What follows belongs to an exercise in optimizing a design on an open flow for small area, a short achievable clock period and few clock cycles per item; a production flow would make more cautious choices.
RTL that was checked went through simulation tests only; none was proved equivalent to the original.

## oak
==> flow/design.v <==
module display (
    input  logic [3:0] data,
    output logic [6:0] segments
);
    always_comb begin
        case (data)
            4'b0000: segments = 7'b1111110;  
            4'b0001: segments = 7'b0110000;  
            4'b0010: segments = 7'b1101101;  
            4'b0011: segments = 7'b1111001;  
            4'b0100: segments = 7'b0110011;  
            4'b0101: segments = 7'b1011011;  
            4'b0110: segments = 7'b1011111;  
            4'b0111: segments = 7'b1110000;  
            4'b1000: segments = 7'b1111111;  
            4'b1001: segments = 7'b1110011;  
            default: segments = 7'b0000000;
        endcase
    end
endmodule
module control (
    input  logic [2:0]  position,
    input  logic [3:0]  digit,
    input  logic        clock,
    input  logic        reset,
    output logic [63:0] segments_out
);
    logic [6:0] seg_in;
    logic [6:0] seg [8];
    display dec (.data(digit), .segments(seg_in));
    always_ff @(posedge clock or posedge reset) begin
        if (reset) begin
            for (int i = 0; i < 8; i++) seg[i] <= 7'b1111110;  
        end else begin
            seg[position] <= seg_in;
        end
    end
    always_comb begin
        for (int i = 0; i < 8; i++) segments_out[8*i +: 8] = {seg[i], 1'b0};
    end
endmodule
module calculadora (
    input  logic [3:0]  cmd,
    input  logic        clock,
    input  logic        reset,
    output logic [1:0]  status,
    output logic [3:0]  data,
    output logic [2:0]  position,
    output logic [31:0] result
);
    localparam logic [3:0] CMD_RES = 4'b1110, CMD_CLR = 4'b1111;
    logic s_idle, s_ina, s_op, s_inb, s_done, s_err;
    logic n_idle, n_ina, n_op, n_inb, n_done, n_err;
    logic [26:0] x;        
    logic [31:0] vs, vc;   
    logic        mul, add, sub;       
    logic        n_mul, n_add, n_sub;
    logic        g_op;     
    logic        m_mul;    
    logic        m_as;     
    logic        b_add;    
    logic        b_sub;    
    logic        inv_a;    
    logic [31:0] acc;      
    logic        sat_r;    
    logic [3:0]  data_r;
    logic [2:0]  pos_r;
    wire is_dig = (cmd <= 4'd9);
    wire is_op  = (cmd == 4'd10) || (cmd == 4'd11) || (cmd == 4'd12);
    wire is_res = (cmd == CMD_RES);
    wire is_clr = (cmd == CMD_CLR);
    wire full   = (pos_r == 3'd7);    
    wire in_num = s_ina | s_inb;
    always_comb begin
        {n_idle, n_ina, n_op, n_inb, n_done, n_err} = {s_idle, s_ina, s_op, s_inb, s_done, s_err};
        if (s_idle) begin
            if (is_dig) begin n_idle = 1'b0; n_ina = 1'b1; end
        end
        if (s_ina) begin
            if (is_op) begin n_ina = 1'b0; n_op = 1'b1; end
            else if (is_dig & full) begin n_ina = 1'b0; n_err = 1'b1; end
            else if (is_clr) begin n_ina = 1'b0; n_idle = 1'b1; end
        end
        if (s_op) begin
            if (is_dig) begin n_op = 1'b0; n_inb = 1'b1; end
            else if (is_clr) begin n_op = 1'b0; n_idle = 1'b1; end
            else if (is_res) begin n_op = 1'b0; n_err = 1'b1; end
        end
        if (s_inb) begin
            if (is_res) begin n_inb = 1'b0; n_done = 1'b1; end
            else if (is_dig & full) begin n_inb = 1'b0; n_err = 1'b1; end
            else if (is_clr) begin n_inb = 1'b0; n_op = 1'b1; end
        end
        if (s_done) begin
            if (is_clr | is_dig) begin n_done = 1'b0; n_idle = 1'b1; end
        end
        if (s_err) begin
            if (is_clr) begin n_err = 1'b0; n_idle = 1'b1; end
        end
        {n_mul, n_add, n_sub} = {mul, add, sub};
        if ((s_ina | s_op) & is_op) begin
            n_mul = (cmd == 4'd12);
            n_add = (cmd == 4'd10);
            n_sub = (cmd == 4'd11);
        end
    end
    wire [31:0] a32 = {5'd0, x};
    wire [31:0] hs  = g_op ? 32'd0 : vs;
    wire [31:0] hc  = g_op ? 32'd0 : vc;
    wire [2:0]  lo1 = m_mul ? {2'b00, cmd[1] & cmd[0]}                
                          : (cmd[3] ? {2'b11, cmd[0]} : cmd[2:0]);
    wire [2:0]  lo3 = (b_add | b_sub) ? {cmd[3], ~cmd[3], 1'b0}
                    : m_mul ? 3'd0 : {1'b0, cmd[3], 1'b0};
    wire [31:0] u1 = {hs[28:0], lo1};
    wire [31:0] u2 = {hs[30:0], 1'b0};
    wire [31:0] u3 = {hc[28:0], lo3};
    wire [31:0] u4 = {hc[30:0], 1'b0};
    wire        sel8 = cmd[3] | (cmd[2] & cmd[1] & cmd[0]);
    wire        sel4 = ~cmd[3] & (cmd[2] ^ (cmd[1] & cmd[0]));
    wire [31:0] u5 = m_mul ? (sel8 ? {a32[28:0], 3'b000} : sel4 ? {a32[29:0], 2'b00} : 32'd0)
                   : b_add ? ~{a32[28:0], 3'b000}
                   : b_sub ? {a32[28:0], 3'b111}
                   : 32'd0;
    logic [31:0] u6;
    always_comb begin
        if (m_as) u6 = a32 ^ {32{inv_a}};
        else if (!m_mul) u6 = 32'd0;
        else case (cmd[1:0])
            2'd0: u6 = 32'd0;
            2'd1: u6 = a32;
            2'd2: u6 = {a32[30:0], 1'b0};
            2'd3: u6 = ~a32;
        endcase
    end
    function automatic logic [63:0] csa(input logic [31:0] a, b, c);
        logic [31:0] s, cy;
        s  = a ^ b ^ c;
        cy = (a & b) | (a & c) | (b & c);
        csa = {s, cy[30:0], 1'b0};
    endfunction
    wire [63:0] l1a = csa(u1, u2, u3);
    wire [63:0] l1b = csa(u4, u5, u6);
    wire [63:0] l2  = csa(l1a[63:32], l1a[31:0], l1b[31:0]);
    wire [63:0] l3  = csa(l2[63:32], l2[31:0], l1b[63:32]);
    wire [31:0] r = vs + vc;
    always_ff @(posedge clock) begin
        if (s_ina) x <= r[26:0];
        if (is_dig & (s_idle | s_ina | s_op | s_inb)) begin
            vs <= l3[63:32];
            vc <= l3[31:0];
        end
        {mul, add, sub} <= {n_mul, n_add, n_sub};
    end
    always_ff @(posedge clock or posedge reset) begin
        if (reset) begin
            s_idle <= 1'b1; s_ina <= 1'b0; s_op <= 1'b0;
            s_inb  <= 1'b0; s_done <= 1'b0; s_err <= 1'b0;
            g_op   <= 1'b1; m_mul <= 1'b0; m_as <= 1'b0;
            b_add  <= 1'b0; b_sub <= 1'b0; inv_a <= 1'b0;
            acc    <= 32'd0;
            sat_r  <= 1'b0;
            data_r <= 4'd0;
            pos_r  <= 3'd0;
        end else begin
            {s_idle, s_ina, s_op, s_inb, s_done, s_err} <= {n_idle, n_ina, n_op, n_inb, n_done, n_err};
            g_op  <= n_idle | n_op;
            m_mul <= (n_op | n_inb) & n_mul;
            m_as  <= (n_op | n_inb) & ~n_mul;
            b_add <= n_inb & n_add;
            b_sub <= n_inb & n_sub;
            inv_a <= (n_inb & n_add) | (n_op & n_sub);
            if (s_inb & is_res) begin
                acc   <= r ^ {32{sub}};
                sat_r <= sub & ~r[31];
            end
            if (is_dig & (s_idle | s_op)) begin
                data_r <= cmd; pos_r <= 3'd0;
            end else if (is_dig & in_num & ~full) begin
                data_r <= cmd; pos_r <= pos_r + 3'd1;
            end else if (is_op & s_ina) begin
                data_r <= CMD_CLR; pos_r <= 3'd0;
            end else if (is_op & s_op) begin
                data_r <= cmd; pos_r <= 3'd0;
            end else if (is_clr & s_ina) begin
                pos_r <= 3'd0;
            end else if (is_clr & (s_op | s_inb | s_done | s_err)) begin
                data_r <= CMD_CLR; pos_r <= 3'd0;
            end
        end
    end
    assign status   = {s_err, 1'b0};
    assign data     = data_r;
    assign position = pos_r;
    assign result   = acc | {32{sat_r}};
endmodule
module calculadora_top (
    input logic clock,      
    input logic reset,      
    input logic [3:0] cmd,  
    output logic [1:0] status,
    output logic [3:0] data,
    output logic [3:0] position,
    output logic [63:0] segments,
    output logic [31:0] result
);
    logic [2:0] pos3;
    calculadora dut_calculadora (
        .clock(clock),
        .reset(reset),
        .cmd(cmd),
        .status(status),
        .data(data),
        .position(pos3),
        .result(result)
    );
    control dut_control (
        .clock(clock),
        .reset(reset),
        .position(pos3),
        .digit(data),
        .segments_out(segments)
    );
    assign position = {1'b0, pos3};
endmodule
clock: 5.0 ns
lec_check: 0
cap_margin: 20
core_margin: 2
core_utilization: 40
place_density: 0.6
setup_slack_margin: 1.9
slew_margin: 20
standard.sh (not shown) runs the stock make flow with config.mk's settings and CLKGATE_MAP_FILE= SYNTH_SCRIPT=/design/flow/synth_recipe.tcl, a recipe that flattens the netlist after the stock synthesis.
==> flow/flow/run.sh <==
#!/bin/bash
# The standard layout (standard.sh, unchanged synthesis), with the port
# buffers made of a plain buffer cell instead of the one buffer_ports picks.
set -uo pipefail
export BUFFER_PORTS_ARGS="-buffer_cell sky130_fd_sc_hd__buf_1"
bash standard.sh > standard.log 2>&1
Testbench counts of oak, summed over its fixed seeds: cycles 18,612, ops 1,600.
#### Input delta (pine over oak)
--- a/flow/design.v
+++ b/flow/design.v
@@ -53,10 +53,11 @@
     logic n_idle, n_ina, n_op, n_inb, n_done, n_err;
     logic [26:0] x;        
+    logic [3:0]  xd;       
+    logic        xv;       
+    logic        xf;       
     logic [31:0] vs, vc;   
     logic        mul, add, sub;       
     logic        n_mul, n_add, n_sub;
     logic        g_op;     
-    logic        m_mul;    
-    logic        m_as;     
     logic        b_add;    
     logic        b_sub;    
@@ -105,11 +106,17 @@
         end
     end
+    wire [26:0] xg   = xf ? 27'd0 : x;
+    wire [2:0]  lo_a = xd[3] ? 3'b111 : xd[2:0];
+    wire        lo_b = xd[3];
+    wire        cin  = xd[3] & xd[0];
+    wire [27:0] xsum = {xg[23:0], lo_a, 1'b1} + {xg[25:0], lo_b, cin};
+    wire [26:0] x_next = xsum[27:1];
     wire [31:0] a32 = {5'd0, x};
     wire [31:0] hs  = g_op ? 32'd0 : vs;
     wire [31:0] hc  = g_op ? 32'd0 : vc;
-    wire [2:0]  lo1 = m_mul ? {2'b00, cmd[1] & cmd[0]}                
+    wire [2:0]  lo1 = mul ? {2'b00, cmd[1] & cmd[0]}                  
                           : (cmd[3] ? {2'b11, cmd[0]} : cmd[2:0]);
     wire [2:0]  lo3 = (b_add | b_sub) ? {cmd[3], ~cmd[3], 1'b0}
-                    : m_mul ? 3'd0 : {1'b0, cmd[3], 1'b0};
+                    : mul ? 3'd0 : {1'b0, cmd[3], 1'b0};
     wire [31:0] u1 = {hs[28:0], lo1};
     wire [31:0] u2 = {hs[30:0], 1'b0};
@@ -118,5 +125,5 @@
     wire        sel8 = cmd[3] | (cmd[2] & cmd[1] & cmd[0]);
     wire        sel4 = ~cmd[3] & (cmd[2] ^ (cmd[1] & cmd[0]));
-    wire [31:0] u5 = m_mul ? (sel8 ? {a32[28:0], 3'b000} : sel4 ? {a32[29:0], 2'b00} : 32'd0)
+    wire [31:0] u5 = mul ? (sel8 ? {a32[28:0], 3'b000} : sel4 ? {a32[29:0], 2'b00} : 32'd0)
                    : b_add ? ~{a32[28:0], 3'b000}
                    : b_sub ? {a32[28:0], 3'b111}
@@ -124,6 +131,5 @@
     logic [31:0] u6;
     always_comb begin
-        if (m_as) u6 = a32 ^ {32{inv_a}};
-        else if (!m_mul) u6 = 32'd0;
+        if (!mul) u6 = a32 ^ {32{inv_a}};
         else case (cmd[1:0])
             2'd0: u6 = 32'd0;
@@ -145,10 +151,19 @@
     wire [31:0] r = vs + vc;
     always_ff @(posedge clock) begin
-        if (s_ina) x <= r[26:0];
-        if (is_dig & (s_idle | s_ina | s_op | s_inb)) begin
+        if (xv) x <= x_next;
+        xv <= is_dig & (s_idle | s_ina);
+        if (is_dig) begin
+            xd <= cmd;
+            xf <= s_idle;
+        end
+        if (is_dig & (s_op | s_inb)) begin
             vs <= l3[63:32];
             vc <= l3[31:0];
         end
         {mul, add, sub} <= {n_mul, n_add, n_sub};
+        g_op  <= n_op;
+        b_add <= n_inb & n_add;
+        b_sub <= n_inb & n_sub;
+        inv_a <= (n_inb & n_add) | (n_op & n_sub);
     end
     always_ff @(posedge clock or posedge reset) begin
@@ -156,6 +171,4 @@
             s_idle <= 1'b1; s_ina <= 1'b0; s_op <= 1'b0;
             s_inb  <= 1'b0; s_done <= 1'b0; s_err <= 1'b0;
-            g_op   <= 1'b1; m_mul <= 1'b0; m_as <= 1'b0;
-            b_add  <= 1'b0; b_sub <= 1'b0; inv_a <= 1'b0;
             acc    <= 32'd0;
             sat_r  <= 1'b0;
@@ -164,10 +177,4 @@
         end else begin
             {s_idle, s_ina, s_op, s_inb, s_done, s_err} <= {n_idle, n_ina, n_op, n_inb, n_done, n_err};
-            g_op  <= n_idle | n_op;
-            m_mul <= (n_op | n_inb) & n_mul;
-            m_as  <= (n_op | n_inb) & ~n_mul;
-            b_add <= n_inb & n_add;
-            b_sub <= n_inb & n_sub;
-            inv_a <= (n_inb & n_add) | (n_op & n_sub);
             if (s_inb & is_res) begin
                 acc   <= r ^ {32{sub}};
### Flow results
- pine closes out successfully: all stages finished, all timing, DRC and antenna checks passed.
- In pine the sequential-to-total area share from yosys stat turned out 2.7 points lower than in oak.
- Run comparison: oak end point of the critical path dut_calculadora.vs[9]; pine end point of the critical path dut_calculadora.vs[21]
- Ff count | pine vs oak | pine higher
- Relative to oak, total routed wirelength has decreased by 5.7% in pine.
- oak and pine ended up with nearly the same worst-case hold slack.
- oak → pine: worst-case reg-to-reg path depth went down, total placed cells including tap cells increased by 262 relative to the old numbers, number of synthesized flops with an enable pin moved up.
No functional check of the RTL was part of pine.

## separate check: timing with driven ports
No port has a modelled driver above. Below, the same layouts with a new extraction and two added sets of constraints.
Step 1, drivers: a clkbuf_16 drives clock and a buf_2 each remaining input, both assumed.
Step 2, shift: input delay + t, output delay - t, t = (earliest + latest rising clock arrival at the registers) / 2. This alone moves slack from input paths to output paths.
Slacks: no drivers / after step 1 / after step 2; pairs: no drivers / after step 1.
run | t (ns) | setup WS [ns] | pins driven straight from the clock port
oak | 0.579 | 1.879 / 1.846 / 1.267 | 1
pine | 0.587 | 1.901 / 1.767 / 1.180 | 1
After both steps every run listed still meets setup and hold. The setup slack of pine, which loses most, moves by -0.134 ns with the drivers and by -0.721 ns with both steps.
